From an optimization exercise on the open Yosys and OpenROAD flow, aimed at small area; shortcuts taken in it are not production practice.
At most, simulation tests tie the RTL to the original design; equivalence was not proved.
Power is estimated from default activity; no workload was simulated.

Setup of sierra:
==> module lcd_controller, before the edit <==
module lcd_controller (
    input   wire            i_clk,
    input   wire            i_rst,
    input   wire    [1:0]   i_phase,
    output  wire    [16:0]  o_sram_raddr,
    output  wire            o_DispClockPort,
    output  wire            o_DispHsyncPort,
    output  wire            o_DispVsyncPort,
    output  wire            o_DispDataEnablePort,
    output  wire            o_DispDispPort
    );
    function [16:0] f_inc;           
        input [16:0] a;
        input        ci;
        integer i;
        reg c;
        begin
            c = ci;
            for (i = 0; i < 17; i = i + 1) begin
                f_inc[i] = a[i] ^ c;
                c = c & a[i];
            end
        end
    endfunction
    assign o_DispDispPort       = 1'b1;
    assign o_DispDataEnablePort = 1'b0;
    assign o_DispClockPort      = i_phase[1];
    reg [ 9:0]  r_h;
    reg         r_v_vis;         
    reg [ 3:0]  r_v_blank;       
    reg [11:0]  r_cnt_hi;
    wire        w_h_end  = (r_h == 10'd530);
    wire        w_line   = (r_h == 10'd487);           
    wire        w_h_vis  = ~(r_h[9] | (&r_h[8:5]));        
    wire        w_vis    = w_h_vis & r_v_vis;
    always @(posedge i_clk) begin
        if (i_rst) begin
            r_h <= 10'd488;
            r_v_vis <= 1'b0;
            r_v_blank <= 4'd4;
            r_cnt_hi <= 12'd0;
        end else begin
            if (i_phase == 2'b01) begin
                r_h <= w_h_end ? 10'd0 : f_inc({7'd0, r_h}, 1'b1);
                if (w_line) begin
                    if (r_v_vis) begin
                        if (r_cnt_hi == 12'd4080) begin
                            r_v_vis <= 1'b0;
                            r_v_blank <= 4'd0;
                        end
                    end else begin
                        r_v_blank <= f_inc({13'd0, r_v_blank}, 1'b1);
                        if (&r_v_blank) r_v_vis <= 1'b1;
                        if (r_v_blank == 4'd3) r_cnt_hi <= 12'd0;
                    end
                end
            end
            if ((i_phase == 2'b10) & w_vis & (&r_h[4:0]))
                r_cnt_hi <= f_inc({5'd0, r_cnt_hi}, 1'b1);
        end
    end
    wire [16:0] w_lo17 = f_inc({12'd0, r_h[4:0]}, ~i_phase[1]);
    wire [4:0]  w_lo = w_lo17[4:0];
    assign o_sram_raddr = {r_cnt_hi, w_vis ? w_lo : 5'd0};
    assign o_DispHsyncPort = ~(r_h == 10'd488);
    assign o_DispVsyncPort = ~(~r_v_vis & (r_v_blank >= 4'd4) & (r_v_blank <= 4'd13));
endmodule
==> flow/config.mk <==
export PLATFORM = sky130hd
export DESIGN_NAME = spi_display_controller_top
export DESIGN_NICKNAME = spi_display_controller_top
export VERILOG_FILES = /design/flow/design.v
export SDC_FILE = /design/flow/constraint.sdc
export NUM_CORES = 4
export LEC_CHECK = 0
export CAP_MARGIN = 5
export CORE_MARGIN = 2
export CORE_UTILIZATION = 65
export GPL_TIMING_DRIVEN = 0
export SLEW_MARGIN = 5
==> flow/constraint.sdc <==
create_clock -name core_clock -period 5.0 [get_ports {mco}]
set_input_delay 1.0000 -clock core_clock [delete_from_list [all_inputs] [get_ports {mco}]]
set_output_delay 1.0000 -clock core_clock [all_outputs]
set_load 0.01 [all_outputs]
standard.sh (not shown) runs the stock make flow with config.mk's settings and CLKGATE_MAP_FILE= SYNTH_SCRIPT=/design/flow/synth_recipe.tcl, a recipe that flattens the netlist after the stock synthesis.
==> flow/flow/run.sh <==
#!/bin/bash
# Layout flow: the standard synthesis, then its combinational logic
# re-mapped for area by ABC (the flip-flops, their names and cell types
# are kept as the standard synthesis made them), then the standard ORFS
# layout with a lighter clock tree (no dummy loads) and minimum-size port
# buffers. Each tool's output goes to its own log file in this folder.
set -euo pipefail
W=$(pwd)
R=$W/orfs/results/$FLOW_PLATFORM/spi_display_controller_top/base
LIB=$FLOW_HOME/platforms/$FLOW_PLATFORM/lib/sky130_fd_sc_hd__tt_025C_1v80.lib
YOSYS=yosys
[[ -x $FLOW_HOME/../tools/install/yosys/bin/yosys ]] && YOSYS=$FLOW_HOME/../tools/install/yosys/bin/yosys
export CTS_ARGS="-sink_clustering_enable -repair_clock_nets -dont_use_dummy_load -buf_list sky130_fd_sc_hd__clkbuf_8"
export BUFFER_PORTS_ARGS="-buffer_cell sky130_fd_sc_hd__buf_1"
export SKIP_REPAIR_TIE_FANOUT=1

bash standard.sh synth > synth_standard.log 2>&1
cp "$R/1_2_yosys.v" "$W/standard_netlist.v"
python3 flow/gen_models.py "$LIB" "$W/standard_netlist.v" "$W/comb_models.v" > gen_models.log 2>&1

DONT_USE=""
for c in sky130_fd_sc_hd__probe_p_8 sky130_fd_sc_hd__probec_p_8; do DONT_USE="$DONT_USE -dont_use $c"; done
for c in $(grep -o 'cell *( *"\?sky130_fd_sc_hd__lpflow_[a-z0-9_]*' "$LIB" | grep -o 'sky130_fd_sc_hd__lpflow_[a-z0-9_]*' | sort -u); do
  DONT_USE="$DONT_USE -dont_use $c"
done
cat > resynth.ys <<EOS
read_verilog $W/comb_models.v
read_liberty -lib -ignore_redef $LIB
read_verilog $W/standard_netlist.v
hierarchy -check -top $FLOW_TOP
flatten
delete t:\$scopeinfo
techmap
opt -fast
abc -liberty $LIB $DONT_USE -script $W/flow/area.abc
setundef -zero
splitnets
opt_clean -purge
hilomap -singleton -hicell sky130_fd_sc_hd__conb_1 HI -locell sky130_fd_sc_hd__conb_1 LO
opt_clean -purge
stat -liberty $LIB
write_verilog -noattr -noexpr -nohex -nodec $R/1_2_yosys.v
EOS
$YOSYS -s resynth.ys > resynth.log 2>&1

bash standard.sh synth > synth_odb.log 2>&1
bash standard.sh > layout.log 2>&1
Other scripts of this flow, unchanged in this note and not shown: flow/flow/area.abc, flow/flow/gen_models.py
Relative to sierra, the following input files were edited for violet:
--- a/flow/design.v
+++ b/flow/design.v
@@ -225,33 +225,24 @@
     assign o_DispDataEnablePort = 1'b0;
     assign o_DispClockPort      = i_phase[1];
     reg [ 9:0]  r_h;
-    reg         r_v_vis;         
-    reg [ 3:0]  r_v_blank;       
+    reg [ 8:0]  r_v;
     reg [11:0]  r_cnt_hi;
     wire        w_h_end  = (r_h == 10'd530);
     wire        w_line   = (r_h == 10'd487);           
     wire        w_h_vis  = ~(r_h[9] | (&r_h[8:5]));        
-    wire        w_vis    = w_h_vis & r_v_vis;
+    wire        w_v_vis  = ~r_v[8] | ~(|r_v[7:4]);         
+    wire        w_vis    = w_h_vis & w_v_vis;
     always @(posedge i_clk) begin
         if (i_rst) begin
             r_h <= 10'd488;
-            r_v_vis <= 1'b0;
-            r_v_blank <= 4'd4;
+            r_v <= 9'd276;
             r_cnt_hi <= 12'd0;
         end else begin
             if (i_phase == 2'b01) begin
                 r_h <= w_h_end ? 10'd0 : f_inc({7'd0, r_h}, 1'b1);
                 if (w_line) begin
-                    if (r_v_vis) begin
-                        if (r_cnt_hi == 12'd4080) begin
-                            r_v_vis <= 1'b0;
-                            r_v_blank <= 4'd0;
-                        end
-                    end else begin
-                        r_v_blank <= f_inc({13'd0, r_v_blank}, 1'b1);
-                        if (&r_v_blank) r_v_vis <= 1'b1;
-                        if (r_v_blank == 4'd3) r_cnt_hi <= 12'd0;
-                    end
+                    r_v <= (r_v == 9'd287) ? 9'd0 : f_inc({8'd0, r_v}, 1'b1);
+                    if (r_v == 9'd275) r_cnt_hi <= 12'd0;
                 end
             end
             if ((i_phase == 2'b10) & w_vis & (&r_h[4:0]))
@@ -262,7 +253,7 @@
     wire [4:0]  w_lo = w_lo17[4:0];
     assign o_sram_raddr = {r_cnt_hi, w_vis ? w_lo : 5'd0};
     assign o_DispHsyncPort = ~(r_h == 10'd488);
-    assign o_DispVsyncPort = ~(~r_v_vis & (r_v_blank >= 4'd4) & (r_v_blank <= 4'd13));
+    assign o_DispVsyncPort = ~((r_v >= 9'd276) & (r_v <= 9'd285));
 endmodule
 module sram_controller (
     input   wire            i_clk,
==> comparison <==
- Relative to sierra, share of total power in the clock network has decreased by 0.5 points in violet.
- Taking sierra as the reference, in violet maximum buffer depth of the clock tree level; combinational cell fraction of total power level.
- | worst hold slack | violet vs sierra | worse |
- violet consumes more power than sierra does.

---

Another version of the RTL of spi_display_controller_top (not shown whole).
Size: about 790 cells after synthesis, about 0.0073 mm^2 of cells after synthesis.
==> module lcd_controller, before the edit <==
module lcd_controller (
    input   wire            i_clk,
    input   wire            i_rst,
    input   wire    [1:0]   i_phase,
    output  wire    [16:0]  o_sram_raddr,
    output  wire            o_DispClockPort,
    output  wire            o_DispHsyncPort,
    output  wire            o_DispVsyncPort,
    output  wire            o_DispDataEnablePort,
    output  wire            o_DispDispPort
    );
    function [16:0] f_inc;           
        input [16:0] a;
        input        ci;
        integer i;
        reg c;
        begin
            c = ci;
            for (i = 0; i < 17; i = i + 1) begin
                f_inc[i] = a[i] ^ c;
                c = c & a[i];
            end
        end
    endfunction
    assign o_DispDispPort       = 1'b1;
    assign o_DispDataEnablePort = 1'b0;
    assign o_DispClockPort      = i_phase[1];
    reg [ 9:0]  r_h;
    reg [ 8:0]  r_v;
    wire        w_h_end  = (r_h == 10'd530);
    wire        w_line   = (r_h == 10'd487);           
    wire        w_h_vis  = ~(r_h[9] | (&r_h[8:5]));        
    wire        w_v_vis  = ~r_v[8] | ~(|r_v[7:4]);         
    always @(posedge i_clk) begin
        if (i_rst) begin
            r_h <= 10'd488;
            r_v <= 9'd276;
        end else if (i_phase == 2'b01) begin
            r_h <= w_h_end ? 10'd0 : f_inc({7'd0, r_h}, 1'b1);
            if (w_line)
                r_v <= (r_v == 9'd287) ? 9'd0 : f_inc({8'd0, r_v}, 1'b1);
        end
    end
    wire [16:0] w_x17 = f_inc({8'd0, r_h[8:0]}, ~i_phase[1]);
    wire [8:0]  w_x   = w_h_vis ? w_x17[8:0] :
                        ((r_h <= 10'd487) ? 9'd480 : 9'd0);
    wire        w_v_end = ~w_v_vis & (r_v <= 9'd275);
    wire [8:0]  w_line_no = w_v_vis ? r_v : (w_v_end ? 9'd272 : 9'd0);
    wire [8:0]  w_x_eff = w_v_vis ? w_x : 9'd0;
    wire [12:0] w_hi = {w_line_no, w_x_eff[8:5]} - {4'd0, w_line_no};
    assign o_sram_raddr = {w_hi[11:0], w_x_eff[4:0]};
    assign o_DispHsyncPort = ~(r_h == 10'd488);
    assign o_DispVsyncPort = ~((r_v >= 9'd276) & (r_v <= 9'd285));
endmodule
==> flow/config.mk <==
export PLATFORM = sky130hd
export DESIGN_NAME = spi_display_controller_top
export DESIGN_NICKNAME = spi_display_controller_top
export VERILOG_FILES = /design/flow/design.v
export SDC_FILE = /design/flow/constraint.sdc
export NUM_CORES = 4
export LEC_CHECK = 0
export CAP_MARGIN = 5
export CORE_MARGIN = 2
export CORE_UTILIZATION = 40
export GPL_TIMING_DRIVEN = 0
export SLEW_MARGIN = 5
==> flow/constraint.sdc <==
create_clock -name core_clock -period 5.0 [get_ports {mco}]
set_input_delay 1.0000 -clock core_clock [delete_from_list [all_inputs] [get_ports {mco}]]
set_output_delay 1.0000 -clock core_clock [all_outputs]
set_load 0.01 [all_outputs]
==> flow/flow/run.sh <==
#!/bin/bash
# Layout flow: the standard synthesis, then its combinational logic
# re-mapped for area by ABC (the flip-flops, their names and cell types
# are kept as the standard synthesis made them), then the standard ORFS
# layout with a lighter clock tree (no dummy loads) and minimum-size port
# buffers. Each tool's output goes to its own log file in this folder.
set -euo pipefail
W=$(pwd)
R=$W/orfs/results/$FLOW_PLATFORM/spi_display_controller_top/base
LIB=$FLOW_HOME/platforms/$FLOW_PLATFORM/lib/sky130_fd_sc_hd__tt_025C_1v80.lib
YOSYS=yosys
[[ -x $FLOW_HOME/../tools/install/yosys/bin/yosys ]] && YOSYS=$FLOW_HOME/../tools/install/yosys/bin/yosys
export CTS_ARGS="-sink_clustering_enable -repair_clock_nets -dont_use_dummy_load -buf_list sky130_fd_sc_hd__clkbuf_8"
export BUFFER_PORTS_ARGS="-buffer_cell sky130_fd_sc_hd__buf_1"

bash standard.sh synth > synth_standard.log 2>&1
cp "$R/1_2_yosys.v" "$W/standard_netlist.v"
python3 flow/gen_models.py "$LIB" "$W/standard_netlist.v" "$W/comb_models.v" > gen_models.log 2>&1

DONT_USE=""
for c in sky130_fd_sc_hd__probe_p_8 sky130_fd_sc_hd__probec_p_8; do DONT_USE="$DONT_USE -dont_use $c"; done
for c in $(grep -o 'cell *( *"\?sky130_fd_sc_hd__lpflow_[a-z0-9_]*' "$LIB" | grep -o 'sky130_fd_sc_hd__lpflow_[a-z0-9_]*' | sort -u); do
  DONT_USE="$DONT_USE -dont_use $c"
done
cat > resynth.ys <<EOS
read_verilog $W/comb_models.v
read_liberty -lib -ignore_redef $LIB
read_verilog $W/standard_netlist.v
hierarchy -check -top $FLOW_TOP
flatten
delete t:\$scopeinfo
techmap
opt -fast
abc -liberty $LIB $DONT_USE -script $W/flow/area.abc
setundef -zero
splitnets
opt_clean -purge
hilomap -singleton -hicell sky130_fd_sc_hd__conb_1 HI -locell sky130_fd_sc_hd__conb_1 LO
opt_clean -purge
stat -liberty $LIB
write_verilog -noattr -noexpr -nohex -nodec $R/1_2_yosys.v
EOS
$YOSYS -s resynth.ys > resynth.log 2>&1

bash standard.sh synth > synth_odb.log 2>&1
bash standard.sh > layout.log 2>&1
Other scripts of this flow, unchanged in this note and not shown: flow/flow/area.abc, flow/flow/gen_models.py
The first run reached the layout checks and failed them: negative setup slack.
Edit:
--- a/flow/design.v
+++ b/flow/design.v
@@ -223,34 +223,38 @@
     endfunction
     assign o_DispDispPort       = 1'b1;
     assign o_DispDataEnablePort = 1'b0;
     assign o_DispClockPort      = i_phase[1];
     reg [ 9:0]  r_h;
     reg [ 8:0]  r_v;
+    reg [11:0]  r_cnt_hi;
     wire        w_h_end  = (r_h == 10'd530);
     wire        w_line   = (r_h == 10'd487);           
     wire        w_h_vis  = ~(r_h[9] | (&r_h[8:5]));        
     wire        w_v_vis  = ~r_v[8] | ~(|r_v[7:4]);         
+    wire        w_vis    = w_h_vis & w_v_vis;
     always @(posedge i_clk) begin
         if (i_rst) begin
             r_h <= 10'd488;
             r_v <= 9'd276;
-        end else if (i_phase == 2'b01) begin
-            r_h <= w_h_end ? 10'd0 : f_inc({7'd0, r_h}, 1'b1);
-            if (w_line)
-                r_v <= (r_v == 9'd287) ? 9'd0 : f_inc({8'd0, r_v}, 1'b1);
+            r_cnt_hi <= 12'd0;
+        end else begin
+            if (i_phase == 2'b01) begin
+                r_h <= w_h_end ? 10'd0 : f_inc({7'd0, r_h}, 1'b1);
+                if (w_line) begin
+                    r_v <= (r_v == 9'd287) ? 9'd0 : f_inc({8'd0, r_v}, 1'b1);
+                    if (r_v == 9'd275) r_cnt_hi <= 12'd0;
+                end
+            end
+            if ((i_phase == 2'b10) & w_vis & (&r_h[4:0]))
+                r_cnt_hi <= f_inc({5'd0, r_cnt_hi}, 1'b1);
         end
     end
-    wire [16:0] w_x17 = f_inc({8'd0, r_h[8:0]}, ~i_phase[1]);
-    wire [8:0]  w_x   = w_h_vis ? w_x17[8:0] :
-                        ((r_h <= 10'd487) ? 9'd480 : 9'd0);
-    wire        w_v_end = ~w_v_vis & (r_v <= 9'd275);
-    wire [8:0]  w_line_no = w_v_vis ? r_v : (w_v_end ? 9'd272 : 9'd0);
-    wire [8:0]  w_x_eff = w_v_vis ? w_x : 9'd0;
-    wire [12:0] w_hi = {w_line_no, w_x_eff[8:5]} - {4'd0, w_line_no};
-    assign o_sram_raddr = {w_hi[11:0], w_x_eff[4:0]};
+    wire [16:0] w_lo17 = f_inc({12'd0, r_h[4:0]}, ~i_phase[1]);
+    wire [4:0]  w_lo = w_lo17[4:0];
+    assign o_sram_raddr = {r_cnt_hi, w_vis ? w_lo : 5'd0};
     assign o_DispHsyncPort = ~(r_h == 10'd488);
     assign o_DispVsyncPort = ~((r_v >= 9'd276) & (r_v <= 9'd285));
 endmodule
 module sram_controller (
     input   wire            i_clk,
     input   wire            i_rst,
With this change the flow finished clean.
Via count decreases by a little under a tenth.
Setup slack improved by 590 ps.
Clock power increases slightly.
Maximum frequency increases by roughly a tenth.
Power increases by a few percent.
Area after synthesis increases slightly.
Register-to-register slack got worse by 410 ps.
Routed wire length decreases by roughly a tenth.
Cell count decreases by a few percent.
Synthesized cell count decreases by a few percent.
Function not checked in the first run of this note: the RTL went through the layout flow alone.

re-timing with driven ports:
How much do the figures lean on ideal ports? The routed layouts below were timed once more, with nothing changed but the port constraints.
Step 1, drivers: a clkbuf_16 drives mco and a buf_2 each remaining input, both assumed.
Step 2 times the ports against the registers' clock, not the clock port: input delays grow and output delays shrink by t, the midpoint of the rising clock arrivals with the driver on.
Three values: ideal ports, drivers, drivers and shift; two values: the first two.
run | shift t [ns] | setup slack, ns | hold WS [ns]
sierra | 0.492 | 0.680 / 0.686 / 0.199 | 0.383 / 0.383 / 0.383
violet | 0.475 | 0.258 / 0.272 / -0.203 | 0.374 / 0.374 / 0.374
the first run of note 2 | 0.500 | -0.260 / -0.301 / 0.135 | 0.354 / 0.354 / 0.354
the second run of note 2 | 0.487 | 0.332 / 0.349 / -0.138 | 0.357 / 0.357 / 0.357
Met with ideal ports but missed after step 2: setup timing in violet and the second run of note 2. For sierra, which loses most, drivers alone change the setup slack by +0.006 ns; drivers and shift together by -0.481 ns.
